Context: an optimization exercise on an open-source flow, tuned for small area, a short achievable clock period and few clock cycles per item. The choices shown serve that exercise and are no tape-out recipe. Function was checked by simulation only, so behaviour that the tests miss may differ from the original. Power figures rest on the tool's default switching activity, not on a simulated workload.

==> inputs of v36 <==
Design viterbi_decoder, start of the top module:
module viterbi_decoder(
    input clk, reset, start,
    input [383:0] code_in,
    output reg [191:0] data_out,
    output reg done
);
clock: 10.0 ns
lec_check: 0
abc_area: 1
cap_margin: 20
core_margin: 2
core_utilization: 75
cts_buf_list: sky130_fd_sc_hd__clkbuf_4 sky130_fd_sc_hd__clkbuf_8
slew_margin: 20
standard.sh (not shown) runs the stock make flow with config.mk's settings and CLKGATE_MAP_FILE= SYNTH_SCRIPT=/design/flow/synth_recipe.tcl, a recipe that flattens the netlist after the stock synthesis.
==> flow/flow/run.sh <==
#!/bin/bash
# The standard layout (the standard.sh, unchanged synthesis), with the port
# buffers that buffer_ports inserts on every input and output made the
# minimum-size buffer instead of the delay buffer it picks by default.
set -uo pipefail
export BUFFER_PORTS_ARGS="-buffer_cell sky130_fd_sc_hd__buf_1"
bash standard.sh finish > standard_flow.log 2>&1
rc=$?
tail -n 40 standard_flow.log
exit $rc
==> v15 (differences from v36) <==
CORE_UTILIZATION = 60   (was 75)
CTS_BUF_LIST = default   (was sky130_fd_sc_hd__clkbuf_4 sky130_fd_sc_hd__clkbuf_8)
==> impl_results.md <==
* Status: timing/DRC/antenna clean
* Routed WL at 92.38 mm
* First-pass GRT wire length at 149.7 mm
* Actual slew at the worst max-slew pin at 634.9 ps
* P_seq at 0.00129 W
* Worst path bufs/invs at 6
* Switching share of power at 53.90%
* Crit path DAT at 6550 ps
* Most frequent cell on the critical path: nand2_2
* Grt met3 use at 8.720%
* Syn-to-layout area delta at 11.88%
* Clock Tree Root: clkbuf_16
-- figures above: v15

==> impl_results.md <==
* First-pass GRT wire length at 154.7 mm
* Grt met3 use at 14.98%
* Status: timing/DRC/antenna clean
* Most frequent cell on the critical path: nand2_1
* Clock Tree Root: clkbuf_8
* P_seq at 0.00131 W
* Switching share of power at 55.79%
* Routed WL at 97.54 mm
* Crit path DAT at 6790 ps
-- figures above: v36

Testbench counts of v36, summed over its fixed seeds: cycles 384, items 384.
Testbench counts of v15, summed over its fixed seeds: cycles 384, items 384.

* * *

==> job 7560: inputs <==
Another version of the RTL of viterbi_decoder (not shown whole).
Settings: LEC_CHECK=0, ABC_AREA=1, CAP_MARGIN=20, CORE_MARGIN=2, CORE_UTILIZATION=75, SLEW_MARGIN=20; clock period 10.0 ns.
Scripts as last shown in full above: flow/flow/run.sh
==> inputs of job 2032, as changes to job 7560 <==
Settings changed: CORE_UTILIZATION 75 to 60, SETUP_SLACK_MARGIN set to 4.25.
==> summary.txt <==
In sequential power, job 2032 and job 7560 hardly differ.
Between job 7560 and job 2032, the lower worst setup slack is in job 7560 (gap 0.33 ns).
Between job 2032 and job 7560, the lower maximum frequency is in job 7560 (gap about 6%, measured against job 7560).
Between job 7560 and job 2032, the lower global-route usage is in job 2032 (gap 10 points).
In synthesized area, job 7560 and job 2032 do not differ.
Against job 7560, the combinational power of job 2032 is larger by about 2%.
==> figures <==
metric	job 7560	job 2032
Switching part of the total	0.5483	0.5402
Slew headroom	0.5953	0.5787
M1 wire length	36180 um	40310 um
Number of tap cells added at floorplan	532	680
Std cell rows	74	83
Part of the power in registers	0.184	0.183
Launch point of the critical path	code_in[178]	code_in[306]
Final period utilization	0.5822	0.5494
Run status	timing/DRC/antenna clean	timing/DRC/antenna clean
Critical path required time	10.44 ns	10.41 ns
CTS clk-pin slew, worst paths	0.08 ns	0.07 ns
Nets@finish	6724	6782
Routed wire length	98330 um	97840 um
Testbench counts of job 7560, summed over its fixed seeds: cycles 384, items 384.
Testbench counts of job 2032, summed over its fixed seeds: cycles 384, items 384.

* * *

==> v16 <==
Starting RTL as in the previous note.
==> flow/config.mk <==
export PLATFORM = sky130hd
export DESIGN_NAME = viterbi_decoder
export DESIGN_NICKNAME = viterbi_decoder
export VERILOG_FILES = /design/flow/design.v
export SDC_FILE = /design/flow/constraint.sdc
export NUM_CORES = 4
export LEC_CHECK = 0
export ABC_AREA = 1
export CAP_MARGIN = 20
export CORE_MARGIN = 2
export CORE_UTILIZATION = 60
export SLEW_MARGIN = 20
==> flow/constraint.sdc <==
create_clock -name core_clock -period 10.0 [get_ports {clk}]
set_input_delay 2.0000 -clock core_clock [delete_from_list [all_inputs] [get_ports {clk}]]
set_output_delay 2.0000 -clock core_clock [all_outputs]
set_load 0.01 [all_outputs]
Scripts as last shown in full above: flow/flow/run.sh
==> v6 (differences from v16) <==
- SETUP_SLACK_MARGIN: default -> 4.5
==> qor summary <==
quantity                                                                     v16                     v6
Result of the run                                       timing/DRC/antenna clean  timing/DRC/antenna clean
First-pass GRT wire length                                             150000 µm              151000 µm
Routed Wire Length                                                      94000 µm              102000 µm
Layout filler cell count                                                    5152                   4443
Grt met1 use                                                               41.1%                  41.2%
Diode insertion count for antenna repair                                      18                     19
CP max-delay cell                                        sky130_fd_sc_hd__xor2_1  sky130_fd_sc_hd__ha_1
Relative area change from synthesis to final layout                        11.4%                  24.2%
Pint                                                                     3.26 mW                3.55 mW
Share of total power in sequential cells                                   18.8%                  17.3%
Initial antenna violation count                                               20                     21
Number of DRC markers in iteration 0                                        2440                   2855
Layout Cells excl Fill                                                      6927                   7065
Share of the final layout cell area in sequential cells                    11.1%                  9.97%
Clock distribution area overhead in the final layout                       1.69%                  1.52%
Required time of the critical path                                      10.41 ns               10.42 ns
Routed via count                                                           37.0k                  38.6k
Testbench counts of v16, summed over its fixed seeds: cycles 384, items 384.
Testbench counts of v6, summed over its fixed seeds: cycles 384, items 384.

re-timing with driven ports:
No port has a modelled driver above. Below, the same layouts with a new extraction and two added sets of constraints. Step 1 (the two cells are an assumption about what drives the block):
set clk [get_ports {clk}]
set_driving_cell -lib_cell sky130_fd_sc_hd__clkbuf_16 $clk
set_driving_cell -lib_cell sky130_fd_sc_hd__buf_2 [delete_from_list [all_inputs] $clk]
Step 2 times the ports against the registers' clock, not the clock port: input delays grow and output delays shrink by t, the midpoint of the rising clock arrivals with the driver on. Three values: no drivers, after step 1, after step 2; two values: the first two.
| run | t, ns | slack for setup (ns) | slew at the worst register clock pin (ns) |
|---|---|---|---|
| v36 | 0.698 | 3.746 / 3.782 / 3.084 | 0.13 / 0.13 |
| v15 | 0.579 | 3.869 / 3.877 / 3.298 | 0.08 / 0.08 |
| job 7560 | 0.595 | 4.178 / 4.205 / 3.609 | 0.10 / 0.10 |
| job 2032 | 0.573 | 4.506 / 4.535 / 3.963 | 0.08 / 0.08 |
| v16 | 0.575 | 4.187 / 4.158 / 3.583 | 0.08 / 0.08 |
| v6 | 0.581 | 4.683 / 4.657 / 4.076 | 0.08 / 0.08 |
After both steps setup and hold are still met in every run listed. For v36, which loses most, drivers alone change the setup slack by +0.036 ns; drivers and shift together by -0.662 ns.
